This is an optimization exercise on Yosys and OpenROAD, whose aim is a short achievable clock period and few clock cycles, not a production implementation. RTL that was checked went through simulation tests only; none was proved equivalent to the original. Function not checked in run 1: the RTL went through the layout flow alone. No activity file was given, so power comes from the tool's default toggle rates.

`flow/flow/run.sh`:
```
#!/bin/bash
# Standard layout, with timing repair aimed well below the 9 ns clock.
set -euo pipefail
bash standard.sh SETUP_SLACK_MARGIN=6.5 finish > standard_flow.log 2>&1
```
`flow/standard.sh`:
```
#!/bin/bash
# synth_recipe.tcl (not shown) runs the flow's synth.tcl, then flattens the netlist and writes it again
# the make line also repeats each setting of config.mk as NAME=value (left out here)
make -C /OpenROAD-flow-scripts/flow DESIGN_CONFIG=/design/flow/config.mk WORK_HOME=/design/flow/orfs CLKGATE_MAP_FILE= SYNTH_SCRIPT=/design/flow/synth_recipe.tcl "${@:-finish}"
```
`flow/config.mk`:
```
export PLATFORM = sky130hd
export DESIGN_NAME = riscv_core
export DESIGN_NICKNAME = riscv_core
export VERILOG_FILES = /design/flow/design.v
export SDC_FILE = /design/flow/constraint.sdc
export NUM_CORES = 8
export LEC_CHECK = 0
export ABC_CLOCK_PERIOD_IN_PS = 2500
export CAP_MARGIN = 20
export CORE_MARGIN = 2
export CORE_UTILIZATION = 60
export SETUP_SLACK_MARGIN = 5
export SLEW_MARGIN = 20
```
`flow/constraint.sdc`:
```
create_clock -name core_clock -period 9.0 [get_ports {clock}]
set_input_delay 1.8000 -clock core_clock [delete_from_list [all_inputs] [get_ports {clock}]]
set_output_delay 1.8000 -clock core_clock [all_outputs]
set_load 0.01 [all_outputs]
```
`flow/design.v`:
```
module fetch_decode (
    input  [31:0]  in,
    output [164:0] dec
);
    logic [6:0] op;
    logic [4:0] rd, rs1, rs2;
    logic [2:0] f3;
    logic       f7b5;
    assign op   = in[6:0];
    assign rd   = in[11:7];
    assign f3   = in[14:12];
    assign rs1  = in[19:15];
    assign rs2  = in[24:20];
    assign f7b5 = in[30];
    logic is_lui, is_auipc, is_jal, is_jalr, is_branch, is_load, is_store, is_opimm, is_op, is_alu;
    assign is_lui    = op == 7'b0110111;
    assign is_auipc  = op == 7'b0010111;
    assign is_jal    = op == 7'b1101111;
    assign is_jalr   = op == 7'b1100111;
    assign is_branch = op == 7'b1100011;
    assign is_load   = op == 7'b0000011;
    assign is_store  = op == 7'b0100011;
    assign is_opimm  = op == 7'b0010011;
    assign is_op     = op == 7'b0110011;
    assign is_alu    = is_op | is_opimm;
    logic uses1, uses2;
    assign uses1 = is_jalr | is_branch | is_load | is_store | is_alu;
    assign uses2 = is_branch | is_op;
    logic [31:0] oh1, oh2;
    always_comb
        for (int i = 0; i < 32; i++) begin
            oh1[i] = i != 0 && rs1 == i;
            oh2[i] = i != 0 && rs2 == i;
        end
    logic writes;
    assign writes = (is_lui | is_auipc | is_jal | is_jalr | is_load | is_alu) && rd != 5'd0;
    logic is_sfb;
    assign is_sfb = is_branch && in[31:25] == 7'b0 && in[11:7] == 5'b01000;
    logic [31:0] imm;
    always_comb begin
        if (is_store)
            imm = {{21{in[31]}}, in[30:25], in[11:7]};
        else if (is_branch)
            imm = {{20{in[31]}}, in[7], in[30:25], in[11:8], 1'b0};
        else if (is_lui | is_auipc)
            imm = {in[31:12], 12'b0};
        else if (is_jal)
            imm = {{12{in[31]}}, in[19:12], in[20], in[30:21], 1'b0};
        else
            imm = {{21{in[31]}}, in[30:20]};
    end
    logic is_sub;
    assign is_sub = is_op && f3 == 3'b000 && f7b5;
    assign dec = {
        uses1, uses2, oh1, oh2,
        is_lui, is_auipc, is_jal, is_jalr, is_branch, is_load, is_store,
        writes, is_sfb,
        is_alu && f3 == 3'b001,                                   
        is_alu && f3 == 3'b101,                                   
        is_branch | is_load | is_store | is_alu,                  
        is_branch | is_op,                                        
        is_jal | is_jalr,                                         
        imm, f3,
        is_sub,
        (!is_alu || f3 == 3'b000) && !is_sub,                     
        is_alu && f3 == 3'b010,                                   
        is_alu && f3 == 3'b011,                                   
        f7b5,                                                     
        is_alu && (f3 == 3'b110 || f3 == 3'b111),                 
        is_alu && (f3 == 3'b100 || f3 == 3'b110),                 
        is_alu && (f3 == 3'b100 || f3 == 3'b110),                 
        f3 == 3'b111, f3 == 3'b110, f3 == 3'b101,                 
        f3 == 3'b100, f3 == 3'b001, f3 == 3'b000,                 
        in
    };
endmodule
module riscv_core (
    input  clock,
    input  reset,
    output [31:0] bus_address,
    input  [31:0] bus_read_data,
    output [31:0] bus_write_data,
    output [3:0]  bus_byte_enable,
    output        bus_read_enable,
    output        bus_write_enable,
    input  [31:0] inst,
    output [31:0] pc
);
    localparam [29:0] RESET_PC = 30'h00100000;  
    function automatic logic [31:0] onehot5(input logic [4:0] v);
        onehot5 = 32'b1 << v;
    endfunction
    logic [31:2] pc_f;
    logic [31:0] idx_f;       
    logic [1:0]  btb_ctr [0:31];
    logic [15:2] btb_tgt [0:31];
    logic [31:7] lb_region;
    logic        lb_v   [0:31];
    logic        lb_b   [0:31];   
    logic        lb_a   [0:31];   
    logic [31:0] lb_inst[0:31];
    logic        valid_d;
    logic        fused_d;     
    logic        bne_d;       
    logic [31:0] oh3_d;       
    logic [4:0]  rs3_d;
    logic        stall_r;     
    logic [31:0] inst_d;
    logic [31:0] oh1_d, oh2_d;    
    logic [31:2] pc_d, pc4_d;
    logic        pt_d;        
    logic [1:0]  ctr_d;       
    logic [31:2] ptgt_d;      
    logic        valid_x;
    logic [31:0] opa_x, opb_x;    
    logic [31:0] sha_x;           
    logic [4:0]  shl_x, shr_x;    
    logic [31:0] sd_x, rs1v_x, imm_x;
    logic [31:0] c_x;             
    logic        fused_x, bne_x;
    logic        fs_l_x;      
    logic [31:2] pc_x, pc4_x, pcimm_x, ptgt_x;
    logic        pt_x;
    logic [1:0]  ctr_x;
    logic        is_branch_x, is_jal_x, is_jalr_x, is_load_x, is_store_x, is_sfb_x;
    logic        wr_x;
    logic [4:0]  rd_x;
    logic [2:0]  f3_x;
    logic        op_add_x, op_sll_x, op_sr_x, op_sra_x, op_slt_x, op_sltu_x, sub_x;
    logic [3:0]  lut_x;       
    logic        c_eq_x, c_ne_x, c_lt_x, c_ge_x, c_ltu_x, c_geu_x;
    logic [31:0] res_m;
    logic        wr_m;
    logic [4:0]  rd_m;
    logic        re_m, we_m;
    logic        ld_m_sel;    
    logic [31:0] addr_m;      
    logic [31:0] wdata_m;
    logic [3:0]  be_m;
    logic [2:0]  f3_m;
    logic        mis_m;       
    logic [31:2] tgt_m;       
    logic [31:0] regs [1:31];
    logic        upd_v;
    logic [4:0]  upd_idx;
    logic [15:2] upd_tgt;
    logic [1:0]  upd_ctr;
    assign pc = {pc_f, 2'b00};
    logic        f_taken;
    logic [31:2] f_tgt;
    logic [1:0]  f_ctr;
    logic [31:2] pc4_f;
    logic [15:2] f_tgtl;
    always_comb begin
        f_ctr  = 2'b00;
        f_tgtl = 14'b0;
        for (int i = 0; i < 32; i++) begin
            f_ctr  = f_ctr  | ({2{idx_f[i]}} & btb_ctr[i]);
            f_tgtl = f_tgtl | ({14{idx_f[i]}} & btb_tgt[i]);
        end
    end
    assign f_taken = f_ctr[1];
    assign f_tgt   = {pc_f[31:16], f_tgtl};
    assign pc4_f   = pc_f + 30'd1;
    logic [31:2] pc8_f;
    assign pc8_f   = pc_f + 30'd2;
    logic [31:0] nidx_f;
    logic [31:0] lb_e;
    assign nidx_f = {idx_f[30:0], idx_f[31]};
    always_comb begin
        lb_e = 32'b0;
        for (int i = 0; i < 32; i++)
            lb_e = lb_e | ({32{nidx_f[i]}} & lb_inst[i]);
    end
    logic in_region_f, fz_f, fuse_f;
    logic [30:0] fz;
    always_comb begin
        for (int i = 0; i < 31; i++)
            fz[i] = lb_v[i] & lb_b[i] & lb_v[i + 1] & lb_a[i + 1];
        fz_f = 1'b0;
        for (int i = 0; i < 31; i++)
            fz_f = fz_f | (idx_f[i] & fz[i]);
    end
    assign in_region_f = pc_f[31:7] == lb_region;
    assign fuse_f      = fz_f && in_region_f && !f_taken;
    logic sfbz_m, alu_m;
    assign sfbz_m = inst[6:0] == 7'b1100011 && inst[14:13] == 2'b00 &&
                    inst[24:20] == 5'd0 && inst[31:25] == 7'b0 && inst[11:7] == 5'b01000;
    assign alu_m  = inst[6:0] == 7'b0110011 || inst[6:0] == 7'b0010011;
    logic [164:0] dec_m, dec_l, dec_f;
    fetch_decode dec_mem (.in(inst), .dec(dec_m));
    fetch_decode dec_buf (.in(lb_e), .dec(dec_l));
    assign dec_f = fuse_f ? dec_l : dec_m;
    logic        uses1_f, uses2_f;
    logic [31:0] oh1_f, oh2_f;
    logic        is_lui_f, is_auipc_f, is_jal_f, is_jalr_f, is_branch_f, is_load_f, is_store_f;
    logic        writes_f, is_sfb_f, is_sll_f, is_sr_f, a_rs1_f, b_rs2_f, link_f;
    logic [31:0] imm_f;
    logic [2:0]  f3_f;
    logic        sub_f, op_add_f, op_slt_f, op_sltu_f, op_sra_f;
    logic [3:1]  lut_f;
    logic [5:0]  cond_f;
    logic [31:0] finst;   
    assign {uses1_f, uses2_f, oh1_f, oh2_f,
            is_lui_f, is_auipc_f, is_jal_f, is_jalr_f, is_branch_f, is_load_f, is_store_f,
            writes_f, is_sfb_f, is_sll_f, is_sr_f, a_rs1_f, b_rs2_f, link_f,
            imm_f, f3_f, sub_f, op_add_f, op_slt_f, op_sltu_f, op_sra_f, lut_f, cond_f,
            finst} = dec_f;
    logic [4:0] rs1_f, rs2_f;
    assign rs1_f = finst[19:15];
    assign rs2_f = finst[24:20];
    logic       is_lui_d, is_auipc_d, is_jal_d, is_jalr_d, is_branch_d, is_load_d, is_store_d;
    logic       writes_d, is_sfb_d, is_sll_d, is_sr_d, a_rs1_d, b_rs2_d, link_d;
    logic [31:0] imm_d;
    logic [2:0] f3_d;
    logic       sub_d, op_add_d, op_slt_d, op_sltu_d, op_sra_d;
    logic [3:1] lut_d;
    logic [5:0] cond_d;    
    logic [4:0] rd_d, rs1_d, rs2_d;
    assign rd_d  = inst_d[11:7];
    assign rs1_d = inst_d[19:15];
    assign rs2_d = inst_d[24:20];
    logic [31:2] pcimm_d;
    assign pcimm_d = pc_d + imm_d[31:2];
    logic [31:0] rf1_d, rf2_d, rf3_d;
    always_comb begin
        rf1_d = 32'b0;
        rf2_d = 32'b0;
        rf3_d = 32'b0;
        for (int i = 1; i < 32; i++) begin
            rf1_d = rf1_d | ({32{oh1_d[i]}} & regs[i]);
            rf2_d = rf2_d | ({32{oh2_d[i]}} & regs[i]);
            rf3_d = rf3_d | ({32{oh3_d[i]}} & regs[i]);
        end
    end
    logic hx1, hx2, hx3, hm1, hm2, hm3, wrx_x;
    assign hx1 = wrx_x && rd_x == rs1_d;
    assign hx2 = wrx_x && rd_x == rs2_d;
    assign hx3 = wrx_x && rd_x == rs3_d;
    assign hm1 = wr_m && rd_m == rs1_d;
    assign hm2 = wr_m && rd_m == rs2_d;
    assign hm3 = wr_m && rd_m == rs3_d;
    logic [31:0] result_x, mres_m;
    logic [31:0] r1_d, r2_d;
    assign r1_d = hx1 ? result_x : hm1 ? mres_m : rf1_d;
    assign r2_d = hx2 ? result_x : hm2 ? mres_m : rf2_d;
    logic [31:0] r3_d;
    assign r3_d = hx3 ? result_x : hm3 ? mres_m : rf3_d;
    logic [31:0] opb_d;
    assign opb_d = b_rs2_d ? r2_d : link_d ? 32'b0 : imm_d;
    logic annul_x;
    assign annul_x = fused_x && (bne_x ? c_x != 32'b0 : c_x == 32'b0);
    assign wrx_x   = valid_x && wr_x && !annul_x;
    logic [31:0] ld_m;
    logic [31:0] a_x, b_x, s_x;
    assign a_x = opa_x;
    assign b_x = opb_x;
    assign s_x = fs_l_x ? ld_m : sd_x;
    logic [31:0] sum_x, dif_x;
    assign sum_x = a_x + b_x;
    assign dif_x = a_x - b_x;
    logic eq_x, ltu_x, lt_x;
    logic [30:0] cl0, ce0;
    logic [15:0] cl1, ce1;
    logic [7:0]  cl2, ce2;
    logic [3:0]  cl3, ce3;
    logic [1:0]  cl4, ce4;
    logic        cl5, ce5;
    always_comb begin
        cl0 = ~a_x[30:0] & b_x[30:0];
        ce0 = ~(a_x[30:0] ^ b_x[30:0]);
        for (int i = 0; i < 15; i++) begin
            cl1[i] = cl0[2*i+1] | (ce0[2*i+1] & cl0[2*i]);
            ce1[i] = ce0[2*i+1] & ce0[2*i];
        end
        cl1[15] = cl0[30];
        ce1[15] = ce0[30];
        for (int i = 0; i < 8; i++) begin
            cl2[i] = cl1[2*i+1] | (ce1[2*i+1] & cl1[2*i]);
            ce2[i] = ce1[2*i+1] & ce1[2*i];
        end
        for (int i = 0; i < 4; i++) begin
            cl3[i] = cl2[2*i+1] | (ce2[2*i+1] & cl2[2*i]);
            ce3[i] = ce2[2*i+1] & ce2[2*i];
        end
        for (int i = 0; i < 2; i++) begin
            cl4[i] = cl3[2*i+1] | (ce3[2*i+1] & cl3[2*i]);
            ce4[i] = ce3[2*i+1] & ce3[2*i];
        end
        cl5 = cl4[1] | (ce4[1] & cl4[0]);    
        ce5 = ce4[1] & ce4[0];               
    end
    assign eq_x  = ce5 & ~(a_x[31] ^ b_x[31]);
    assign ltu_x = (~a_x[31] & b_x[31]) | (~(a_x[31] ^ b_x[31]) & cl5);
    assign lt_x  = (a_x[31] & ~b_x[31]) | (~(a_x[31] ^ b_x[31]) & cl5);
    logic [31:0] sll_x, sr_x;
    logic [63:0] sr64_x;
    assign sll_x  = sha_x << shl_x;
    assign sr64_x = {{32{op_sra_x & sha_x[31]}}, sha_x} >> shr_x;
    assign sr_x   = sr64_x[31:0];
    logic [31:0] lg_x;
    assign lg_x = ({32{lut_x[3]}} &  a_x &  b_x) | ({32{lut_x[2]}} &  a_x & ~b_x)
                | ({32{lut_x[1]}} & ~a_x &  b_x) | ({32{lut_x[0]}} & ~a_x & ~b_x);
    assign result_x = ({32{op_add_x}} & sum_x)
                    | ({32{sub_x}}    & dif_x)
                    | ({32{op_sll_x}} & sll_x)
                    | ({32{op_sr_x}}  & sr_x)
                    | lg_x
                    | {31'b0, (op_slt_x & lt_x) | (op_sltu_x & ltu_x)};
    logic cond_x;
    assign cond_x = (c_eq_x & eq_x) | (c_ne_x & ~eq_x) | (c_lt_x & lt_x) | (c_ge_x & ~lt_x)
                  | (c_ltu_x & ltu_x) | (c_geu_x & ~ltu_x);
    logic [31:0] jt_x;
    assign jt_x = rs1v_x + imm_x;
    logic        jc2_x;
    logic [29:0] ja_x, jb_x, jk_x, jco_x;
    logic        jok_x;
    assign jc2_x = (rs1v_x[1] & imm_x[1]) | ((rs1v_x[1] ^ imm_x[1]) & rs1v_x[0] & imm_x[0]);
    assign ja_x  = rs1v_x[31:2];
    assign jb_x  = imm_x[31:2];
    assign jk_x  = ptgt_x;
    assign jco_x = (ja_x & jb_x) | ((ja_x ^ jb_x) & ~jk_x);
    assign jok_x = (ja_x ^ jb_x ^ jk_x) == {jco_x[28:0], jc2_x};
    logic redirect_m;
    logic kill_j;
    logic tgt_ok_x, sfb_ok_x, bmis_x, jmis_x, emis_x, redirect_x, kill_d;
    logic [31:2] rtgt_x;
    logic [31:0] rtgt_oh_x;
    assign tgt_ok_x   = ptgt_x == pcimm_x;
    assign sfb_ok_x   = is_sfb_x && valid_d && !pt_d;
    assign bmis_x     = is_branch_x && !sfb_ok_x && (cond_x ? !(pt_x && tgt_ok_x) : pt_x);
    assign jmis_x     = is_jalr_x && !(pt_x && jok_x);
    assign emis_x     = is_jal_x ? !(pt_x && tgt_ok_x) : pt_x && !is_branch_x && !is_jalr_x;
    assign kill_j     = valid_x && jmis_x;
    assign redirect_x = valid_x && (emis_x || bmis_x);
    assign rtgt_x     = (is_branch_x ? cond_x : is_jal_x) ? pcimm_x : pc4_x;
    assign rtgt_oh_x  = (is_branch_x ? cond_x : is_jal_x) ? onehot5(pcimm_x[6:2]) :
                                                             onehot5(pc4_x[6:2]);
    assign kill_d     = valid_x && sfb_ok_x && cond_x;
    assign redirect_m = mis_m;
    assign bus_address      = addr_m;
    assign bus_read_enable  = re_m;
    assign bus_write_enable = we_m;
    assign bus_write_data   = wdata_m;
    assign bus_byte_enable  = be_m;
    logic [31:0] ld_sh_m;
    assign ld_sh_m = bus_read_data >> {res_m[1:0], 3'b000};
    always_comb
        case (f3_m[1:0])
            2'b00:   ld_m = {{24{~f3_m[2] & ld_sh_m[7]}}, ld_sh_m[7:0]};
            2'b01:   ld_m = {{16{~f3_m[2] & ld_sh_m[15]}}, ld_sh_m[15:0]};
            default: ld_m = bus_read_data;
        endcase
    assign mres_m = ld_m_sel ? ld_m : res_m;
    logic stall_next;
    assign stall_next = !stall_r && valid_d && is_load_d && writes_d &&
                        !redirect_m && !redirect_x &&
                        ((uses1_f && rs1_f == rd_d) || (uses2_f && rs2_f == rd_d) ||
                         (fuse_f && inst[19:15] == rd_d));
    always_ff @(posedge clock or posedge reset)
        if (reset)
            pc_f <= RESET_PC;
        else if (redirect_x)
            pc_f <= rtgt_x;
        else if (redirect_m)
            pc_f <= tgt_m;
        else if (!stall_r)
            pc_f <= f_taken ? f_tgt : fuse_f ? pc8_f : pc4_f;
    always_ff @(posedge clock or posedge reset)
        if (reset)
            idx_f <= onehot5(RESET_PC[4:0]);
        else if (redirect_x)
            idx_f <= rtgt_oh_x;
        else if (redirect_m)
            idx_f <= onehot5(tgt_m[6:2]);
        else if (!stall_r)
            idx_f <= f_taken ? onehot5(f_tgtl[6:2]) :
                     fuse_f ? {idx_f[29:0], idx_f[31:30]} : {idx_f[30:0], idx_f[31]};
    always_ff @(posedge clock or posedge reset)
        if (reset) begin
            valid_d <= 1'b0;
            stall_r <= 1'b0;
            valid_x <= 1'b0;
            re_m    <= 1'b0;
            we_m    <= 1'b0;
            wr_m    <= 1'b0;
            mis_m   <= 1'b0;
            upd_v   <= 1'b0;
        end else begin
            if (redirect_m || redirect_x || kill_j)
                valid_d <= 1'b0;
            else if (!stall_r)
                valid_d <= 1'b1;
            stall_r <= stall_next;
            valid_x <= valid_d && !stall_r && !redirect_x && !kill_d && !kill_j;
            re_m    <= valid_x && is_load_x;
            we_m    <= valid_x && is_store_x;
            wr_m    <= wrx_x;
            mis_m   <= valid_x && jmis_x;
            upd_v   <= valid_x && !is_sfb_x &&
                       (is_jal_x || is_branch_x || jmis_x || emis_x);
        end
    always_ff @(posedge clock)
        if (!stall_r) begin
            inst_d <= finst;
            fused_d <= fuse_f;
            bne_d   <= inst[12];
            oh3_d   <= onehot5(inst[19:15]) & 32'hFFFFFFFE;
            rs3_d   <= inst[19:15];
            oh1_d  <= oh1_f;
            oh2_d  <= oh2_f;
            pc_d   <= pc_f;
            pc4_d  <= pc4_f;
            pt_d   <= f_taken;
            ctr_d  <= f_ctr;
            ptgt_d <= f_tgt;
            is_lui_d    <= is_lui_f;
            is_auipc_d  <= is_auipc_f;
            is_jal_d    <= is_jal_f;
            is_jalr_d   <= is_jalr_f;
            is_branch_d <= is_branch_f;
            is_load_d   <= is_load_f;
            is_store_d  <= is_store_f;
            writes_d    <= writes_f;
            is_sfb_d    <= is_sfb_f;
            is_sll_d    <= is_sll_f;
            is_sr_d     <= is_sr_f;
            a_rs1_d     <= a_rs1_f;
            b_rs2_d     <= b_rs2_f;
            link_d      <= link_f;
            imm_d       <= imm_f;
            f3_d        <= f3_f;
            sub_d       <= sub_f;
            op_add_d    <= op_add_f;
            op_slt_d    <= op_slt_f;
            op_sltu_d   <= op_sltu_f;
            op_sra_d    <= op_sra_f;
            lut_d       <= lut_f;
            cond_d      <= cond_f;
        end
    always_ff @(posedge clock) begin
        opa_x   <= a_rs1_d ? r1_d :
                   is_lui_d ? 32'b0 : is_auipc_d ? {pc_d, 2'b00} : {pc4_d, 2'b00};
        opb_x   <= opb_d;
        sha_x   <= is_sll_d | is_sr_d ? r1_d : 32'b0;
        shl_x   <= is_sll_d ? opb_d[4:0] : 5'b0;
        shr_x   <= is_sr_d ? opb_d[4:0] : 5'b0;
        sd_x    <= r2_d;
        rs1v_x  <= r1_d;
        imm_x   <= imm_d;
        fs_l_x  <= hx2 && is_load_x;
        c_x     <= r3_d;
        fused_x <= fused_d;
        bne_x   <= bne_d;
        pc_x    <= pc_d;
        pc4_x   <= pc4_d;
        pcimm_x <= pcimm_d;
        pt_x    <= pt_d;
        ctr_x   <= ctr_d;
        ptgt_x  <= ptgt_d;
        is_branch_x <= is_branch_d;
        is_jal_x    <= is_jal_d;
        is_jalr_x   <= is_jalr_d;
        is_load_x   <= is_load_d;
        is_store_x  <= is_store_d;
        is_sfb_x    <= is_sfb_d && !pt_d;
        wr_x    <= writes_d;
        rd_x    <= rd_d;
        f3_x    <= f3_d;
        sub_x     <= sub_d;
        op_add_x  <= op_add_d;
        op_sll_x  <= is_sll_d;
        op_slt_x  <= op_slt_d;
        op_sltu_x <= op_sltu_d;
        op_sr_x   <= is_sr_d;
        op_sra_x  <= op_sra_d;
        lut_x[3]  <= lut_d[3];
        lut_x[2]  <= lut_d[2];
        lut_x[1]  <= lut_d[1];
        lut_x[0]  <= 1'b0;
        c_eq_x  <= cond_d[0];
        c_ne_x  <= cond_d[1];
        c_lt_x  <= cond_d[2];
        c_ge_x  <= cond_d[3];
        c_ltu_x <= cond_d[4];
        c_geu_x <= cond_d[5];
    end
    always_ff @(posedge clock) begin
        res_m  <= result_x;
        rd_m   <= rd_x;
        f3_m   <= f3_x;
        addr_m <= sum_x;
        ld_m_sel <= is_load_x;
        tgt_m   <= jt_x[31:2];
        case (f3_x[1:0])
            2'b00:   wdata_m <= {4{s_x[7:0]}};
            2'b01:   wdata_m <= {2{s_x[15:0]}};
            default: wdata_m <= s_x;
        endcase
        case (f3_x[1:0])
            2'b00:   be_m <= 4'b0001 << sum_x[1:0];
            2'b01:   be_m <= sum_x[1] ? 4'b1100 : 4'b0011;
            default: be_m <= 4'b1111;
        endcase
    end
    always_ff @(posedge clock)
        if (wr_m)
            regs[rd_m] <= mres_m;
    always_ff @(posedge clock) begin
        upd_idx <= pc_x[6:2];
        upd_tgt <= is_jalr_x ? jt_x[15:2] : pcimm_x[15:2];
        if (is_jal_x || is_jalr_x)
            upd_ctr <= 2'b11;
        else if (!is_branch_x)
            upd_ctr <= 2'b01;
        else if (cond_x)
            upd_ctr <= ctr_x == 2'b11 ? 2'b11 : ctr_x + 2'd1;
        else
            upd_ctr <= ctr_x == 2'b00 ? 2'b00 : ctr_x - 2'd1;
    end
    always_ff @(posedge clock or posedge reset)
        if (reset) begin
            lb_region <= RESET_PC[29:5];
            for (int i = 0; i < 32; i++) lb_v[i] <= 1'b0;
        end else if (!in_region_f) begin
            lb_region <= pc_f[31:7];
            for (int i = 0; i < 32; i++) lb_v[i] <= 1'b0;
        end else begin
            for (int i = 0; i < 32; i++) if (idx_f[i]) lb_v[i] <= 1'b1;
        end
    always_ff @(posedge clock)
        for (int i = 0; i < 32; i++)
            if (idx_f[i]) begin
                lb_inst[i] <= inst;
                lb_b[i]    <= sfbz_m;
                lb_a[i]    <= alu_m;
            end
    always_ff @(posedge clock or posedge reset)
        if (reset) begin
            for (int i = 0; i < 32; i++) btb_ctr[i] <= 2'b01;
        end else if (upd_v) begin
            btb_ctr[upd_idx] <= upd_ctr;
        end
    always_ff @(posedge clock)
        if (upd_v)
            btb_tgt[upd_idx] <= upd_tgt;
endmodule
```
==> results of run 1 <==
## power groups by stage
stage | registers, mW | logic (mW) | clock network (mW)
after floorplan | 21.2 | 6.36 | 0
after global placement | 21.9 | 10.5 | 0
after detailed placement | 22.0 | 10.6 | 0
after CTS | 21.5 | 15.6 | 15.1
## cell usage after synthesis, drive strengths merged (61+ instances only)
cell / instances
nor2b: 62
ha: 156
xor2: 113
a22oi: 1202
a222oi: 96
buf: 193
mux2: 146
mux4: 61
nand3: 277
clkbuf: 652
nor4: 87
a22o: 501
nor2: 507
nand2: 410
nor3: 177
dfrtp: 156
o21ai: 310
xnor2: 171
o211ai: 128
nand4: 402
a221oi: 509
edfxtp: 2779
a21oi: 228
mux2i: 191
dfxtp: 524
inv: 251
## kinds of logic after synthesis
| family | share of synthesized area (%) |
|---|---|
| other | 0.002492 |
| XOR/XNOR | 1.653 |
| adder cells (fa/ha/maj) | 1.729 |
| flip-flops | 65.63 |
| buffers and inverters | 2.867 |
| AO/OA/AOI/OAI | 17.43 |
| AND/OR/NAND/NOR | 7.399 |
| multiplexers | 3.283 |
## worst min path at each step
stage,start,to,cells past startpoint
3_3_place_gp,ptgt_d[12]$_DFFE_PN_,ptgt_x[12]$_DFF_P_,0
4_1_cts,is_jalr_d$_DFFE_PN_,is_jalr_x$_DFF_P_,0
3_5_place_dp,is_jalr_d$_DFFE_PN_,is_jalr_x$_DFF_P_,0
2_1_floorplan,f3_x[2]$_DFF_P_,f3_m[2]$_DFF_P_,0
## layer usage
metal	track usage, %	GRT overflow
met5	12.18	0
met4	56.08	0
met3	43.96	0
met2	81.06	1
met1	69.88	0
## repair_timing
item,CTS
gates cloned,171
setup buffers,842
resized for setup,2372
pin swaps,433
endpoints found under the hold margin,0
endpoints found under the setup margin,2953
## through the flow
step / cells / total power, mW / hold WS (ns) / setup WS, ns / utilization (%)
after CTS: 15800 / 52.27 / 0.3363 / 5.194 / 75.80
after detailed placement: 14140 / 32.53 / 0.3269 / 3.704 / 63.68
after global placement: 14130 / 32.34 / 0.3255 / 3.682 / 63.65
after floorplan: 11100 / 27.59 / 0.3096 / 4.326 / -
==> flow_summary.toml, run 1 <==
[place]
portBuffers = 165
dp.final_hpwl_mm = 396.8
routabilityCongestion = 1.078
placed_area_mm2 = 0.1586

[global_routing]
grt_start_max_net_pins = 90
overflow = 1
grt_usage_pct = 63.82

[status]
outcome = "stopped before the end"
tool.error = "[ERROR GRT-0232] Routing congestion too high. Check the congestion heatmap in the GUI."
lastStage = "global routing (5_1_grt)"

[cts]
htreeDepth = 5
ctsHoldBuffers = 0
clockBufferDepth = 4
cts_buffers = 356
clock_sinks = 3494
root_buffer = "clkbuf_16"

[yosys]
synth_top_area_share_pct = 55.46
avgSynthCellArea_um2 = 13.56
syn_inst = 11090
synthTopCellsByArea = "edfxtp_1 55%, dfxtp_1 7.0%, a22oi_1 6.0%"
syn_area_mm2 = 0.1505
yosysSeqAreaShare_pct = 65.63
synth.distinct_cells = 104
synth_edf_count = 2779
ys.warnings.count = 7
ys_async_sr_fraction_pct = 5.467
yosys.area.top_type = "edfxtp_1"
ys_seq_elements = 3494
synth_flop_cell = "edfxtp_1"

[floorplanning]
die_y_um = 504.8
initial_utilization_pct = 60.40
die_w_um = 504.8
row_count = 183
io_pins = 168
==> run 2: changes to the inputs <==
--- a/flow/design.v
+++ b/flow/design.v
@@ -96,6 +96,12 @@
     logic [15:2] btb_tgt [0:31];
-    logic [31:7] lb_region;
+    logic [31:8] lb_region;
     logic        lb_v   [0:31];
+    logic        lb_t   [0:31];
     logic        lb_b   [0:31];   
     logic        lb_a   [0:31];   
+    logic        lb_ai  [0:31];   
+    logic        lb_nj  [0:31];   
+    logic        lb_j   [0:31];   
+    logic        lb_bq  [0:31];   
+    logic        lb_pm  [0:31];   
     logic [31:0] lb_inst[0:31];
@@ -103,2 +109,4 @@
     logic        fused_d;     
+    logic        fused2_d;    
+    logic        pair_d;      
     logic        bne_d;       
@@ -106,2 +114,4 @@
     logic [4:0]  rs3_d;
+    logic [31:2] bpc_d;       
+    logic [31:0] bimm_d;      
     logic        stall_r;     
@@ -119,5 +129,10 @@
     logic [31:0] c_x;             
-    logic        fused_x, bne_x;
+    logic        cf_x;            
+    logic        cz_x;
+    logic        fused_x, fused2_x, bne_x;
+    logic        is_sum_x;    
     logic        fs_l_x;      
+    logic        fs_x_x, fj_x, fc_x;   
     logic [31:2] pc_x, pc4_x, pcimm_x, ptgt_x;
+    logic        tgt_ok_x;    
     logic        pt_x;
@@ -141,4 +156,11 @@
     logic        mis_m;       
-    logic [31:2] tgt_m;       
+    logic [31:2] jt_m;        
+    logic [31:2] tt_m, tn_m;  
+    logic        tk_m, jl_m;  
+    logic [31:2] tgt_m;
     logic [31:0] regs [1:31];
+    logic        rz   [1:31];
+    logic [31:0] res_w;
+    logic [4:0]  rd_w;
+    logic        wr_w;
     logic        upd_v;
@@ -147,2 +169,4 @@
     logic [1:0]  upd_ctr;
+    logic [1:0]  upd_c;       
+    logic        upd_j, upd_b, upd_tk;    
     assign pc = {pc_f, 2'b00};
@@ -176,12 +200,47 @@
     logic [30:0] fz;
+    logic [30:0] lbh;
+    logic        lbt_f, t_f;
+    always_comb begin
+        for (int i = 0; i < 31; i++) begin
+            lbh[i] = lb_v[i] & lb_v[i + 1] & (lb_t[i] == lb_t[i + 1]);
+            fz[i]  = lbh[i] & lb_b[i] & lb_a[i + 1];
+        end
+        fz_f  = 1'b0;
+        lbt_f = 1'b0;
+        for (int i = 0; i < 31; i++) begin
+            fz_f  = fz_f  | (idx_f[i] & fz[i]);
+            lbt_f = lbt_f | (idx_f[i] & lb_t[i]);
+        end
+    end
+    assign in_region_f = pc_f[31:8] == lb_region;
+    assign t_f         = in_region_f && lbt_f == pc_f[7];
+    assign fuse_f      = fz_f && t_f && !f_taken;
+    logic fz2_f, fuse2_f;
+    logic [30:0] fz2;
     always_comb begin
         for (int i = 0; i < 31; i++)
-            fz[i] = lb_v[i] & lb_b[i] & lb_v[i + 1] & lb_a[i + 1];
-        fz_f = 1'b0;
+            fz2[i] = lbh[i] & lb_ai[i] & lb_bq[i + 1] & lb_pm[i + 1];
+        fz2_f = 1'b0;
         for (int i = 0; i < 31; i++)
-            fz_f = fz_f | (idx_f[i] & fz[i]);
+            fz2_f = fz2_f | (idx_f[i] & fz2[i]);
     end
-    assign in_region_f = pc_f[31:7] == lb_region;
-    assign fuse_f      = fz_f && in_region_f && !f_taken;
-    logic sfbz_m, alu_m;
+    assign fuse2_f = fz2_f && t_f;
+    logic fz3_f, fuse3_f;
+    logic [30:0] fz3;
+    always_comb begin
+        for (int i = 0; i < 31; i++)
+            fz3[i] = lbh[i] & lb_nj[i] & lb_j[i + 1];
+        fz3_f = 1'b0;
+        for (int i = 0; i < 31; i++)
+            fz3_f = fz3_f | (idx_f[i] & fz3[i]);
+    end
+    assign fuse3_f = fz3_f && t_f;
+    logic [4:0]  rs3_f;
+    logic        bne_f;
+    logic [31:2] bpc_f;
+    logic [31:0] bimm_f;
+    assign rs3_f  = inst[19:15];
+    assign bne_f  = fuse2_f ? lb_e[12] : inst[12];
+    assign bpc_f  = fuse2_f || fuse3_f ? pc4_f : pc_f;
+    logic sfbz_m, alu_m, addi_m, bq_m, nj_m, j_m;
     assign sfbz_m = inst[6:0] == 7'b1100011 && inst[14:13] == 2'b00 &&
@@ -189,2 +248,11 @@
     assign alu_m  = inst[6:0] == 7'b0110011 || inst[6:0] == 7'b0010011;
+    assign addi_m = inst[11:7] != 5'd0 &&
+                    (inst[14:12] == 3'b000 || inst[14:12] == 3'b100 || inst[14:13] == 2'b11) &&
+                    (inst[6:0] == 7'b0010011 ||
+                     (inst[6:0] == 7'b0110011 &&
+                      (inst[31:25] == 7'b0 || (inst[31:25] == 7'b0100000 && inst[14:12] == 3'b000))));
+    assign nj_m   = inst[6:0] != 7'b1100011 && inst[6:0] != 7'b1101111 && inst[6:0] != 7'b1100111;
+    assign j_m    = inst[6:0] == 7'b1101111 && inst[11:7] == 5'd0;
+    assign bq_m   = inst[6:0] == 7'b1100011 && inst[14:13] == 2'b00 &&
+                    !(inst[31:25] == 7'b0 && inst[11:7] == 5'b01000);
     logic [164:0] dec_m, dec_l, dec_f;
@@ -211,2 +279,4 @@
     assign rs2_f = finst[24:20];
+    assign bimm_f = fuse2_f ? {{20{lb_e[31]}}, lb_e[7], lb_e[30:25], lb_e[11:8], 1'b0} :
+                    fuse3_f ? {{12{lb_e[31]}}, lb_e[19:12], lb_e[20], lb_e[30:21], 1'b0} : imm_f;
     logic       is_lui_d, is_auipc_d, is_jal_d, is_jalr_d, is_branch_d, is_load_d, is_store_d;
@@ -223,4 +293,9 @@
     logic [31:2] pcimm_d;
-    assign pcimm_d = pc_d + imm_d[31:2];
-    logic [31:0] rf1_d, rf2_d, rf3_d;
+    assign pcimm_d = bpc_d + bimm_d[31:2];
+    logic [31:2] tco_d;
+    logic        tok_d;
+    assign tco_d = (bpc_d & bimm_d[31:2]) | ((bpc_d ^ bimm_d[31:2]) & ~ptgt_d);
+    assign tok_d = (bpc_d ^ bimm_d[31:2] ^ ptgt_d) == {tco_d[30:2], 1'b0};
+    logic [31:0] rf1_d, rf2_d;
+    logic        rz3_d;
     always_comb begin
@@ -228,3 +303,3 @@
         rf2_d = 32'b0;
-        rf3_d = 32'b0;
+        rz3_d = 1'b0;
         for (int i = 1; i < 32; i++) begin
@@ -232,3 +307,3 @@
             rf2_d = rf2_d | ({32{oh2_d[i]}} & regs[i]);
-            rf3_d = rf3_d | ({32{oh3_d[i]}} & regs[i]);
+            rz3_d = rz3_d | (oh3_d[i] & rz[i]);
         end
@@ -247,3 +322,5 @@
     logic [31:0] r3_d;
-    assign r3_d = hx3 ? result_x : hm3 ? mres_m : rf3_d;
+    logic hw3;
+    assign hw3  = wr_w && rd_w == rs3_d;
+    assign r3_d = hm3 ? mres_m : res_w;
     logic [31:0] opb_d;
@@ -251,3 +328,5 @@
     logic annul_x;
-    assign annul_x = fused_x && (bne_x ? c_x != 32'b0 : c_x == 32'b0);
+    logic c0_x;
+    assign c0_x    = cf_x ? (fc_x ? res_m : c_x) == 32'b0 : cz_x;
+    assign annul_x = fused_x && (bne_x ? !c0_x : c0_x);
     assign wrx_x   = valid_x && wr_x && !annul_x;
@@ -257,3 +336,3 @@
     assign b_x = opb_x;
-    assign s_x = fs_l_x ? ld_m : sd_x;
+    assign s_x = fs_l_x ? ld_m : fs_x_x ? res_m : sd_x;
     logic [31:0] sum_x, dif_x;
@@ -310,6 +389,12 @@
     logic cond_x;
-    assign cond_x = (c_eq_x & eq_x) | (c_ne_x & ~eq_x) | (c_lt_x & lt_x) | (c_ge_x & ~lt_x)
+    logic        feq_x, leq_x;
+    assign feq_x = (a_x ^ b_x) == {(a_x[30:0] | b_x[30:0]), 1'b0};
+    assign leq_x = lg_x == 32'b0;
+    assign cond_x = fused2_x ? (sub_x ? eq_x : is_sum_x ? feq_x : leq_x) ^ bne_x :
+                    (c_eq_x & eq_x) | (c_ne_x & ~eq_x) | (c_lt_x & lt_x) | (c_ge_x & ~lt_x)
                   | (c_ltu_x & ltu_x) | (c_geu_x & ~ltu_x);
     logic [31:0] jt_x;
-    assign jt_x = rs1v_x + imm_x;
+    logic [31:0] j_x;
+    assign j_x  = fj_x ? res_m : rs1v_x;
+    assign jt_x = j_x + imm_x;
     logic        jc2_x;
@@ -317,4 +402,4 @@
     logic        jok_x;
-    assign jc2_x = (rs1v_x[1] & imm_x[1]) | ((rs1v_x[1] ^ imm_x[1]) & rs1v_x[0] & imm_x[0]);
-    assign ja_x  = rs1v_x[31:2];
+    assign jc2_x = (j_x[1] & imm_x[1]) | ((j_x[1] ^ imm_x[1]) & j_x[0] & imm_x[0]);
+    assign ja_x  = j_x[31:2];
     assign jb_x  = imm_x[31:2];
@@ -325,8 +410,4 @@
     logic kill_j;
-    logic tgt_ok_x, sfb_ok_x, bmis_x, jmis_x, emis_x, redirect_x, kill_d;
-    logic [31:2] rtgt_x;
-    logic [31:0] rtgt_oh_x;
-    assign tgt_ok_x   = ptgt_x == pcimm_x;
-    assign sfb_ok_x   = is_sfb_x && valid_d && !pt_d;
-    assign bmis_x     = is_branch_x && !sfb_ok_x && (cond_x ? !(pt_x && tgt_ok_x) : pt_x);
+    logic sfb_ok_x, jmis_x, emis_x, redirect_x, kill_d;
+    assign sfb_ok_x   = is_sfb_x && valid_d && !pt_d && !pair_d;
     assign jmis_x     = is_jalr_x && !(pt_x && jok_x);
@@ -334,8 +415,12 @@
     assign kill_j     = valid_x && jmis_x;
-    assign redirect_x = valid_x && (emis_x || bmis_x);
-    assign rtgt_x     = (is_branch_x ? cond_x : is_jal_x) ? pcimm_x : pc4_x;
-    assign rtgt_oh_x  = (is_branch_x ? cond_x : is_jal_x) ? onehot5(pcimm_x[6:2]) :
-                                                             onehot5(pc4_x[6:2]);
+    logic flush_t_x, flush_n_x;
+    logic [31:2] tgt_t_x, tgt_n_x;
+    assign flush_t_x  = valid_x && (emis_x || (is_branch_x && !sfb_ok_x && !(pt_x && tgt_ok_x)));
+    assign flush_n_x  = valid_x && (emis_x || (is_branch_x && !sfb_ok_x && pt_x));
+    assign tgt_t_x    = is_branch_x || is_jal_x ? pcimm_x : pc4_x;
+    assign tgt_n_x    = is_jal_x ? pcimm_x : pc4_x;
+    assign redirect_x = cond_x ? flush_t_x : flush_n_x;
     assign kill_d     = valid_x && sfb_ok_x && cond_x;
     assign redirect_m = mis_m;
+    assign tgt_m      = jl_m ? jt_m : tk_m ? tt_m : tn_m;
     assign bus_address      = addr_m;
@@ -355,6 +440,13 @@
     logic stall_next;
-    assign stall_next = !stall_r && valid_d && is_load_d && writes_d &&
-                        !redirect_m && !redirect_x &&
+    assign stall_next = !stall_r && valid_d && is_load_d && writes_d && !redirect_m &&
                         ((uses1_f && rs1_f == rd_d) || (uses2_f && rs2_f == rd_d) ||
-                         (fuse_f && inst[19:15] == rd_d));
+                         (sfbz_m && inst[19:15] == rd_d));
+    logic [31:2] pcn_f;
+    logic [31:0] idxn_f;
+    assign pcn_f  = redirect_m ? tgt_m : stall_r ? pc_f :
+                    f_taken ? f_tgt : fuse_f || fuse2_f || fuse3_f ? pc8_f : pc4_f;
+    assign idxn_f = redirect_m ? onehot5(tgt_m[6:2]) : stall_r ? idx_f :
+                    f_taken ? onehot5(f_tgtl[6:2]) :
+                    fuse_f || fuse2_f || fuse3_f ? {idx_f[29:0], idx_f[31:30]} :
+                                                   {idx_f[30:0], idx_f[31]};
     always_ff @(posedge clock or posedge reset)
@@ -362,8 +454,4 @@
             pc_f <= RESET_PC;
-        else if (redirect_x)
-            pc_f <= rtgt_x;
-        else if (redirect_m)
-            pc_f <= tgt_m;
-        else if (!stall_r)
-            pc_f <= f_taken ? f_tgt : fuse_f ? pc8_f : pc4_f;
+        else
+            pc_f <= pcn_f;
     always_ff @(posedge clock or posedge reset)
@@ -371,9 +459,4 @@
             idx_f <= onehot5(RESET_PC[4:0]);
-        else if (redirect_x)
-            idx_f <= rtgt_oh_x;
-        else if (redirect_m)
-            idx_f <= onehot5(tgt_m[6:2]);
-        else if (!stall_r)
-            idx_f <= f_taken ? onehot5(f_tgtl[6:2]) :
-                     fuse_f ? {idx_f[29:0], idx_f[31:30]} : {idx_f[30:0], idx_f[31]};
+        else
+            idx_f <= idxn_f;
     always_ff @(posedge clock or posedge reset)
@@ -398,3 +481,3 @@
             wr_m    <= wrx_x;
-            mis_m   <= valid_x && jmis_x;
+            mis_m   <= redirect_x || kill_j;
             upd_v   <= valid_x && !is_sfb_x &&
@@ -405,6 +488,10 @@
             inst_d <= finst;
-            fused_d <= fuse_f;
-            bne_d   <= inst[12];
-            oh3_d   <= onehot5(inst[19:15]) & 32'hFFFFFFFE;
-            rs3_d   <= inst[19:15];
+            fused_d  <= fuse_f;
+            fused2_d <= fuse2_f;
+            pair_d   <= fuse_f || fuse2_f || fuse3_f;
+            bne_d    <= bne_f;
+            oh3_d    <= onehot5(rs3_f) & 32'hFFFFFFFE;
+            rs3_d    <= rs3_f;
+            bpc_d    <= bpc_f;
+            bimm_d   <= bimm_f;
             oh1_d  <= oh1_f;
@@ -412,3 +499,3 @@
             pc_d   <= pc_f;
-            pc4_d  <= pc4_f;
+            pc4_d  <= fuse2_f || fuse3_f ? pc8_f : pc4_f;
             pt_d   <= f_taken;
@@ -418,5 +505,5 @@
             is_auipc_d  <= is_auipc_f;
-            is_jal_d    <= is_jal_f;
             is_jalr_d   <= is_jalr_f;
-            is_branch_d <= is_branch_f;
+            is_branch_d <= is_branch_f || fuse2_f;
+            is_jal_d    <= is_jal_f || fuse3_f;
             is_load_d   <= is_load_f;
@@ -447,4 +534,7 @@
         shr_x   <= is_sr_d ? opb_d[4:0] : 5'b0;
-        sd_x    <= r2_d;
-        rs1v_x  <= r1_d;
+        sd_x    <= hm2 ? mres_m : rf2_d;
+        rs1v_x  <= hm1 ? mres_m : rf1_d;
+        fs_x_x  <= hx2 && !is_load_x;
+        fj_x    <= hx1;
+        fc_x    <= hx3;
         imm_x   <= imm_d;
@@ -452,3 +542,7 @@
         c_x     <= r3_d;
+        cf_x    <= hx3 || hm3 || hw3;
+        cz_x    <= rz3_d || oh3_d == 32'b0;
         fused_x <= fused_d;
+        fused2_x <= fused2_d;
+        is_sum_x <= op_add_d;
         bne_x   <= bne_d;
@@ -457,2 +551,3 @@
         pcimm_x <= pcimm_d;
+        tgt_ok_x <= tok_d;
         pt_x    <= pt_d;
@@ -493,3 +588,7 @@
         ld_m_sel <= is_load_x;
-        tgt_m   <= jt_x[31:2];
+        jt_m    <= jt_x[31:2];
+        tt_m    <= tgt_t_x;
+        tn_m    <= tgt_n_x;
+        tk_m    <= cond_x;
+        jl_m    <= is_jalr_x;
         case (f3_x[1:0])
@@ -509,19 +608,35 @@
     always_ff @(posedge clock) begin
+        res_w <= mres_m;
+        rd_w  <= rd_m;
+        if (wr_w)
+            rz[rd_w] <= res_w == 32'b0;
+    end
+    always_ff @(posedge clock or posedge reset)
+        if (reset)
+            wr_w <= 1'b0;
+        else
+            wr_w <= wr_m;
+    always_ff @(posedge clock) begin
         upd_idx <= pc_x[6:2];
         upd_tgt <= is_jalr_x ? jt_x[15:2] : pcimm_x[15:2];
-        if (is_jal_x || is_jalr_x)
-            upd_ctr <= 2'b11;
-        else if (!is_branch_x)
-            upd_ctr <= 2'b01;
-        else if (cond_x)
-            upd_ctr <= ctr_x == 2'b11 ? 2'b11 : ctr_x + 2'd1;
-        else
-            upd_ctr <= ctr_x == 2'b00 ? 2'b00 : ctr_x - 2'd1;
+        upd_c   <= ctr_x;
+        upd_j   <= is_jal_x || is_jalr_x;
+        upd_b   <= is_branch_x;
+        upd_tk  <= cond_x;
     end
+    always_comb
+        if (upd_j)
+            upd_ctr = 2'b11;
+        else if (!upd_b)
+            upd_ctr = 2'b01;
+        else if (upd_tk)
+            upd_ctr = upd_c == 2'b11 ? 2'b11 : upd_c + 2'd1;
+        else
+            upd_ctr = upd_c == 2'b00 ? 2'b00 : upd_c - 2'd1;
     always_ff @(posedge clock or posedge reset)
         if (reset) begin
-            lb_region <= RESET_PC[29:5];
+            lb_region <= RESET_PC[29:6];
             for (int i = 0; i < 32; i++) lb_v[i] <= 1'b0;
         end else if (!in_region_f) begin
-            lb_region <= pc_f[31:7];
+            lb_region <= pc_f[31:8];
             for (int i = 0; i < 32; i++) lb_v[i] <= 1'b0;
@@ -533,5 +648,19 @@
             if (idx_f[i]) begin
+                lb_pm[i] <= (lb_inst[(i + 31) % 32][11:7] == inst[19:15] && inst[24:20] == 5'd0) ||
+                            (lb_inst[(i + 31) % 32][11:7] == inst[24:20] && inst[19:15] == 5'd0);
+            end else if (idx_f[(i + 31) % 32]) begin
+                lb_pm[i] <= (inst[11:7] == lb_inst[i][19:15] && lb_inst[i][24:20] == 5'd0) ||
+                            (inst[11:7] == lb_inst[i][24:20] && lb_inst[i][19:15] == 5'd0);
+            end
+    always_ff @(posedge clock)
+        for (int i = 0; i < 32; i++)
+            if (idx_f[i]) begin
                 lb_inst[i] <= inst;
+                lb_t[i]    <= pc_f[7];
                 lb_b[i]    <= sfbz_m;
                 lb_a[i]    <= alu_m;
+                lb_ai[i]   <= addi_m;
+                lb_nj[i]   <= nj_m;
+                lb_j[i]    <= j_m;
+                lb_bq[i]   <= bq_m;
             end
--- a/flow/config.mk
+++ b/flow/config.mk
@@ -8,6 +8,7 @@
 export ABC_CLOCK_PERIOD_IN_PS = 2500
-export CAP_MARGIN = 20
+export CAP_MARGIN = 40
 export CORE_MARGIN = 2
-export CORE_UTILIZATION = 60
+export CORE_UTILIZATION = 40
+export PLACE_DENSITY = 0.5
 export SETUP_SLACK_MARGIN = 5
-export SLEW_MARGIN = 20
+export SLEW_MARGIN = 40
==> run 2 against run 1 <==
Against the previous run:
- now clean on timing, DRC and antenna
- synthesized area is 12% higher
- synthesized cell count is 14% higher
==> flow_summary.toml, run 2 <==
[sta]
fmax_mhz = 250.6
layout_min_cycle_time_ns = 3.990
setup_viol = 0
final_max_slew_viol_count = 0
min_period_over_period_pct = 44.34
clock_skew_ns = 0.07740
worst_pin_slew_ns = 1.175
rsz0062_at_grt = "true"
slew_headroom_pct = 21.37
hold_viol_final = 0
fin_tns_setup_ns = 0
fin_hold_ws_ns = 0.3260

[layout]
area_delta_synth_final_pct = 34.18
top_register = "lb_inst"
largest_register_ffs = 1024
final_util_pct = 53.97
final_common_cell = "edfxtp_1"
drive_gt1_share_pct = 33.32
nets = 14670
regArea_mm2 = 0.1099
multiInputGateArea_mm2 = 0.06760
mostFrequentLayoutCells = "3,059 x edfxtp_1, 867 x buf_4, 859 x a22oi_1"
largest_registers = "lb_inst x1024, regs x992, btb_tgt x448"
fillers = 34280
stdcell_area_mm2 = 0.2269

[floorplanning]
dieArea_mm2 = 0.4280
core_mm2 = 0.4205
die_y_um = 654.2
io_pins = 168
die_w_um = 654.2
initial_utilization_pct = 40.22
row_count = 238

[routing]
firstDrtPassIters = 14
via_count = 138400
ant_nets = 0
viasPerCell = 6.789
routed_wl_mm = 885.2
initialDrtViolationCount = 24610
drc_errors = 0
routedWlPerCell_um = 43.42

[power]
p_sw_mw = 26.94
clock_power_share_pct = 25.1
powerDensity_mw_per_mm2 = 314.3
power_mw = 71.32
vdd_drop_max_uv = 331.5
p_leak_nw = 79.98
seq_power_share_pct = 35.7
combPwrFrac_pct = 39.2
sw_frac_of_total_pct = 37.77
internal_power_mw = 44.38

[place]
portBuffers = 165
dp.final_hpwl_mm = 489.6
placed_area_mm2 = 0.1820
routabilityCongestion = 0.9661

[yosys]
synthTopCellsByArea = "edfxtp_1 54%, dfxtp_1 7.5%, a22oi_1 4.2%"
yosys.area.top_type = "edfxtp_1"
yosysMostFrequentCell = "edfxtp_1"
yosysSeqAreaShare_pct = 64.65
avgSynthCellArea_um2 = 13.37
syn_area_mm2 = 0.1691
ys.warnings.count = 13
ys_async_sr_fraction_pct = 4.920
syn_inst = 12650
ys_seq_elements = 3882
synth_flop_cell = "edfxtp_1"
synth_top_area_share_pct = 54.31
synth_edf_count = 3059
synthTopCellsByCount = "3,059 x edfxtp_1, 940 x a22oi_1, 690 x nor2_1"
synth.distinct_cells = 100

[setup_path]
worst-endpoint-required_ns = 9.95
reg2reg_depth = 11
path_max_fanout = 6
critical_path_class = "reg2reg"
cp.arrival_ns = 4.94
worst_setup_path_end_kind = "register"
r2r_end = "valid_x$_DFF_PP0_"
rrSetupSlack_ns = 5.01
reg2reg_from = "res_m[11]$_DFF_P_"
worstSetupStartpointType = "register"

[cts]
clockBufferDepth = 4
cts_buffers = 420
cts_tree = "yes"
htreeDepth = 5
root_buffer = "clkbuf_16"
clock_sinks = 3882
cts.clk_slew.worst_paths_ns = 0.06
worstSkewPairLatency_ns = 1.05

[run]
drv_cap = 0

[global_routing]
overflow = 0
grt_start_max_net_pins = 82
grt_pass1_vias = 130800
grt_usage_pct = 39.59
grt_antenna_before_repair = 46
grt_pass1_wl_mm = 1158

[min_path]
hold_path.class = "reg2reg"
min_from = "ctr_x[0]$_DFF_P_"
hold_path_end = "upd_c[0]$_DFF_P_"
worstHoldPathCells = 0

[status]
outcome = "timing/DRC/antenna clean"
[run 2: cells by family after synthesis]
kind of cell / after synthesis / synth area share [%]
mux: 504 / 3.594
buf+inv: 1117 / 2.585
compound gates: 3075 / 13.51
fa+ha+maj: 248 / 2.106
xor+xnor: 993 / 5.142
simple gates: 2832 / 8.409
flops: 3882 / 64.65
other cells: 1 / 0.002217
[run 2: per-layer routing]
| layer | vias to the layer above | track usage (%) | share of wire [%] | routed length [µm] |
|---|---|---|---|---|
| met4 | 40 | 26.59 | 9.0 | 79580 |
| li1 | 53290 | - | - | - |
| met3 | 3190 | 11.20 | 13 | 113800 |
| met1 | 70160 | 50.02 | 35 | 312700 |
| met2 | 11730 | 59.17 | 43 | 378500 |
| met5 | - | 0.06791 | 0.072 | 639 |
[run 2: worst max path at each step]
| stage | from | end | slack, ns | cells after the start |
|---|---|---|---|---|
| after global placement | bus_read_data[15] | opa_x[20]$_DFF_P_ | 3.32 | 10 |
| after detailed placement | bus_read_data[15] | sha_x[31]$_SDFF_PN0_ | 3.44 | 10 |
| after floorplan | stall_r$_DFF_PP0_ | pc_f[29]$_DFFE_PP0P_ | 3.32 | 5 |
| after CTS | fj_x$_DFF_P_ | valid_x$_DFF_PP0_ | 5.24 | 13 |
| final | res_m[11]$_DFF_P_ | valid_x$_DFF_PP0_ | 5.01 | 11 |
| after global routing | fj_x$_DFF_P_ | valid_x$_DFF_PP0_ | 5.03 | 13 |
[run 2: critical path: stages (launching register included)]
cell      delay [ns]
dfxtp_1         0.86
mux2_4          0.36
fa_1            0.45
xnor2_1         0.18
nor4_1          0.28
nand4_1         0.19
o41a_1          0.43
a221o_1         0.32
or2_4           0.27
a211oi_4        0.29
a211oi_2        0.09
a311oi_1        0.25
[run 2: what timing repair did]
| action | CTS | global route |
|---|---|---|
| hold buffers | 0 | 0 |
| setup buffers | 947 | 318 |
| endpoints found under the setup margin | 2417 | 2103 |
| pin swaps | 605 | 500 |
| resized for setup | 2898 | 843 |
| cloned | 209 | 44 |
[run 2: through the flow]
step | instances | worst slack (ns)
6_report | 20390 | 5.010
5_1_grt | 20370 | 5.027
4_1_cts | 19990 | 5.238
3_5_place_dp | 18050 | 3.443
3_3_place_gp | 18000 | 3.322
2_1_floorplan | 12650 | 3.318
[run 2: area by class of cell]
cell class / instances / share of cell area, %
Sequential cell: 3882 / 48.41
Multi-Input combinational cell: 7716 / 29.79
Timing Repair Buffer: 2060 / 11.90
Clock buffer: 563 / 5.181
Tap cell: 5640 / 3.110
Clock inverter: 219 / 1.011
Inverter: 273 / 0.5282
Antenna cell: 32 / 0.03529
Timing Repair inverter: 4 / 0.02867
[run 2: power groups by stage]
stage	clock network (mW)	logic (mW)	registers [mW]
floorplan	0	9.38	25.0
global placement	0	16.7	26.1
detailed placement	0	16.9	26.1
CTS	17.9	24.9	25.4
global route	18.6	28.3	25.6
finish	17.9	27.9	25.5
Testbench counts of run 2, summed over its fixed seeds: cycles 116,679.
==> run 3: changes to the inputs <==
--- a/flow/design.v
+++ b/flow/design.v
@@ -134,3 +134,3 @@
     logic        fs_l_x;      
-    logic        fs_x_x, fj_x, fc_x;   
+    logic        fs_x_x, fc_x;   
     logic [31:2] pc_x, pc4_x, pcimm_x, ptgt_x;
@@ -397,3 +397,3 @@
     logic [31:0] j_x;
-    assign j_x  = fj_x ? res_m : rs1v_x;
+    assign j_x  = rs1v_x;
     assign jt_x = j_x + imm_x;
@@ -440,5 +440,7 @@
     logic stall_next;
-    assign stall_next = !stall_r && valid_d && is_load_d && writes_d && !redirect_m &&
-                        ((uses1_f && rs1_f == rd_d) || (uses2_f && rs2_f == rd_d) ||
-                         (sfbz_m && inst[19:15] == rd_d));
+    assign stall_next = !stall_r && valid_d && writes_d && !redirect_m &&
+                        ((is_load_d &&
+                          ((uses1_f && rs1_f == rd_d) || (uses2_f && rs2_f == rd_d) ||
+                           (sfbz_m && inst[19:15] == rd_d))) ||
+                         (inst[6:0] == 7'b1100111 && inst[19:15] == rd_d));
     logic [31:2] pcn_f;
@@ -537,3 +539,2 @@
         fs_x_x  <= hx2 && !is_load_x;
-        fj_x    <= hx1;
         fc_x    <= hx3;
==> run 3 against run 2 <==
Against the previous run:
- via count up 1.3%
- final cell count grew 0.27%
- clock power down 2%
- die area about the same
- non-clock buffer count rose by 102
- core utilization is 0.19 points higher
- worst setup slack improved by 0.18 ns
- still clean
- critical path type unchanged
- synthesized cell count shrank 0.36%
- critical path depth grew 7
==> flow_summary.toml, run 3 <==
[yosys]
syn_inst = 12610
yosysSeqAreaShare_pct = 64.63
syn_area_mm2 = 0.1691
avgSynthCellArea_um2 = 13.42
synthTopCellsByCount = "3,059 x edfxtp_1, 939 x a22oi_1, 658 x nor2_1, 658 x xor2_1, 631 x dfxtp_1"
synth.distinct_cells = 115
synth_flop_cell = "edfxtp_1"
ys_seq_elements = 3881
yosys.area.top_type = "edfxtp_1"
ys_async_sr_fraction_pct = 4.921
synth_edf_count = 3059
synthTopCellsByArea = "edfxtp_1 54%, dfxtp_1 7.5%, a22oi_1 4.2%"
synth_top_area_share_pct = 54.31
ys.warnings.count = 13
yosysMostFrequentCell = "edfxtp_1"

[sta]
clock_skew_ns = 0.05996
hold_viol_final = 0
rsz0062_at_grt = "true"
fin_tns_setup_ns = 0
setup_viol = 0
fmax_mhz = 262.3
worst_pin_slew_ns = 0.9578
min_period_over_period_pct = 42.35
final_max_slew_viol_count = 0
layout_min_cycle_time_ns = 3.812
slew_headroom_pct = 36.08

[setup_path]
worstSetupStartpointType = "register"
worst_setup_path_end_kind = "register"
worst-path-buf-inv = 9
reg2reg_depth = 18
r2r_end = "idx_f[3]$_DFFE_PP0P_"
path_max_fanout = 6
worst-endpoint-required_ns = 9.90
rrSetupSlack_ns = 5.19
cpLargestDelayFamily = "buffers and inverters"
cpMostUsedCell = "buf_12"
critical_path_class = "reg2reg"
cp_slowest_stage_delay_ns = 0.58
crit_chain = "buf_12 -> buf_16 -> a22oi_2 -> nand4_1 -> or4_4 -> buf_12 -> clkinv_8 -> o21ai_4 -> nor2_4 -> buf_12 -> buf_6 -> nor2_4 -> buf_12 -> buf_12 -> buf_16 -> mux2_4 -> a222oi_1 -> a21oi_1"
cp.arrival_ns = 4.71
critPathSlowestCell = "or4_4"
reg2reg_from = "idx_f[15]$_DFFE_PP0P_"

[min_path]
worstHoldPathCells = 0
min_from = "pc_x[2]$_DFF_P_"
hold_path_end = "upd_idx[2]$_DFF_P_"
hold_path.class = "reg2reg"

[routing]
firstDrtPassIters = 13
routedWlPerCell_um = 43.64
via_count = 140200
viasPerCell = 6.857
ant_nets = 0
initialDrtViolationCount = 25740
routed_wl_mm = 892.2
drc_errors = 0

[place]
dp_cells = 18040
portBuffers = 165
routabilityCongestion = 0.9600
dp.final_hpwl_mm = 486.0

[layout]
drive_gt1_share_pct = 33.48
largest_register_ffs = 1024
mostFrequentLayoutCells = "3,059 x edfxtp_1, 881 x a22oi_1, 856 x buf_4"
layout.cells.non_filler = 20440
fillers = 34130
area_delta_synth_final_pct = 34.66
nets = 14710
final_common_cell = "edfxtp_1"
largest_registers = "lb_inst x1024, regs x992, btb_tgt x448"
top_register = "lb_inst"

[power]
p_sw_mw = 17.46
vdd_drop_max_uv = 212.2
seq_power_share_pct = 41.7
internal_power_mw = 37.00
sw_frac_of_total_pct = 32.05
p_leak_nw = 80.55
combPwrFrac_pct = 26.2
clock_power_share_pct = 32.1
powerDensity_mw_per_mm2 = 239.1

[cts]
cts_tree = "yes"
worstSkewPairLatency_ns = 1.04
cts_buffers = 413
cts.clk_slew.worst_paths_ns = 0.06
root_buffer = "clkbuf_16"
htreeDepth = 5
clockBufferDepth = 4
clock_sinks = 3881
ctsHoldBuffers = 0

[floorplanning]
dieArea_mm2 = 0.4280
io_pins = 168
core_mm2 = 0.4205
die_y_um = 654.2
initial_utilization_pct = 40.22
die_w_um = 654.2
row_count = 238

[global_routing]
grt_pass1_wl_mm = 1170
grt_pass1_vias = 131700
grt_start_max_net_pins = 81
grt_antenna_before_repair = 68
grt_usage_pct = 40.01
overflow = 0

[run]
drv_cap = 0

[status]
outcome = "timing/DRC/antenna clean"
[run 3: cell count changes after synthesis, moves of 27 or more]
cell and change:
nand2_1 -52, buf_2 +50, o21ai_0 +50, clkbuf_1 -43, nand4_1 -42, nand3_1 +38
nor2_1 -32, nor3_1 -32, nor4_1 +32, inv_1 +29, xor2_1 -28, buf_1 -27
[run 3: power groups by stage]
stage,Sequential (mW),Clock (mW),Combinational [mW]
2_1_floorplan,22.4,0,4.03
3_3_place_gp,23.0,0,7.99
4_1_cts,22.6,17.5,12.7
5_1_grt,22.8,18.1,14.4
6_report,22.7,17.5,14.3
3_5_place_dp,23.1,0,8.14
[run 3: final cells by class]
type                       count  area, µm²  area share [%]
inverter                     301       1262          0.5543
timing repair inverter         1      11.26        0.004945
sequential                  3881     109900           48.25
timing repair buffer        2162      28830           12.66
tap                         5640       7057           3.099
antenna                       50      125.1         0.05494
clock buffer                 562      11420           5.013
multi-input combinational   7640      67020           29.43
clock inverter               207       2140          0.9395
[run 3: logic make-up (layout without fill, tap and decap cells)]
| kind of cell | count (synthesis) | after routing | synth area share [%] |
|---|---|---|---|
| compound gates | 3113 | 3117 | 13.75 |
| xor+xnor | 977 | 977 | 5.059 |
| fa+ha+maj | 248 | 248 | 2.105 |
| buf+inv | 1129 | 3233 | 2.663 |
| flops | 3881 | 3881 | 64.63 |
| mux | 488 | 517 | 3.473 |
| other cells | 1 | 52 | 0.002217 |
| simple gates | 2770 | 2779 | 8.314 |
[run 3: repair_timing]
action | 4_1_cts | 5_1_grt
buffers inserted | 1006 | 329
pin swaps | 646 | 451
gates resized for setup | 3590 | 876
setup endpoints to repair | 2194 | 2252
cloned | 223 | 27
[run 3: worst reg2reg max path, cell delays in order (launching register included)]
cell and delay, ns:
dfrtp_4 0.53, buf_12 0.17, buf_16 0.15, a22oi_2 0.19, nand4_1 0.15, or4_4 0.59
buf_12 0.16, clkinv_8 0.09, o21ai_4 0.08, nor2_4 0.13, buf_12 0.15, buf_6 0.11
nor2_4 0.03, buf_12 0.14, buf_12 0.13, buf_16 0.14, mux2_4 0.30, a222oi_1 0.33
a21oi_1 0.12
[run 3: worst max-delay path by stage]
stage	startpoint	to	cells past startpoint
floorplan	stall_r$_DFF_PP0_	pc_f[16]$_DFFE_PP0P_	7
global placement	bus_read_data[15]	opa_x[27]$_DFF_P_	12
detailed placement	bus_read_data[23]	sha_x[9]$_SDFF_PN0_	11
CTS	opa_x[0]$_SDFF_PN0_	opa_x[30]$_DFF_P_	15
global route	idx_f[15]$_DFFE_PP0P_	idx_f[3]$_DFFE_PP0P_	18
finish	idx_f[15]$_DFFE_PP0P_	idx_f[3]$_DFFE_PP0P_	18
[run 3: routing by layer]
layer / global-route usage [%] / up-vias / wire length [µm]
met3: 11.87 / 3491 / 116600
met4: 27.71 / 44 / 80480
met5: 0 / - / 536
li1: - / 53340 / -
met2: 59.39 / 12320 / 379800
met1: 50.20 / 70990 / 314700
[run 3: through the flow]
step	hold slack (ns)	instance area [µm²]	power [mW]	setup slack, ns	utilization (%)
2_1_floorplan	0.3096	169500	26.45	2.651	-
3_3_place_gp	0.3175	178700	31.00	3.693	42.50
3_5_place_dp	0.3143	179900	31.19	3.707	42.78
4_1_cts	0.3302	220300	52.75	5.288	52.39
5_1_grt	0.3292	227600	55.32	5.199	54.14
6_report	0.3348	227700	54.46	5.188	54.16
Testbench counts of run 3, summed over its fixed seeds: cycles 116,679.

-- what the ideal ports hide --
The results above use ideal ports. As a check the final layouts listed here were re-extracted and re-timed, cells and wires unchanged. Step 1: set_driving_cell puts a clkbuf_16 on clock and a buf_2 on each other input, an assumption about the parent block. Step 2, shift: input delay + t, output delay - t, t = (earliest + latest rising clock arrival at the registers) / 2. This alone moves slack from input paths to output paths. Slacks: no drivers / after step 1 / after step 2; pairs: no drivers / after step 1.
| run | t, ns | setup WS [ns] | worst hold slack (ns) | clock arrival spread, ns | worst slew at a driven data input, ns |
|---|---|---|---|---|---|
| run 2 | 1.153 | 5.010 / 5.010 / 4.523 | 0.326 / 0.326 / 0.326 | 0.086 / 0.086 | 0.38 |
| run 3 | 1.131 | 5.188 / 5.188 / 4.520 | 0.335 / 0.335 / 0.335 | 0.070 / 0.071 | 0.37 |
After both steps every run listed still meets setup and hold. For run 3, which loses most, drivers alone change the setup slack by 0.000 ns; drivers and shift together by -0.668 ns.
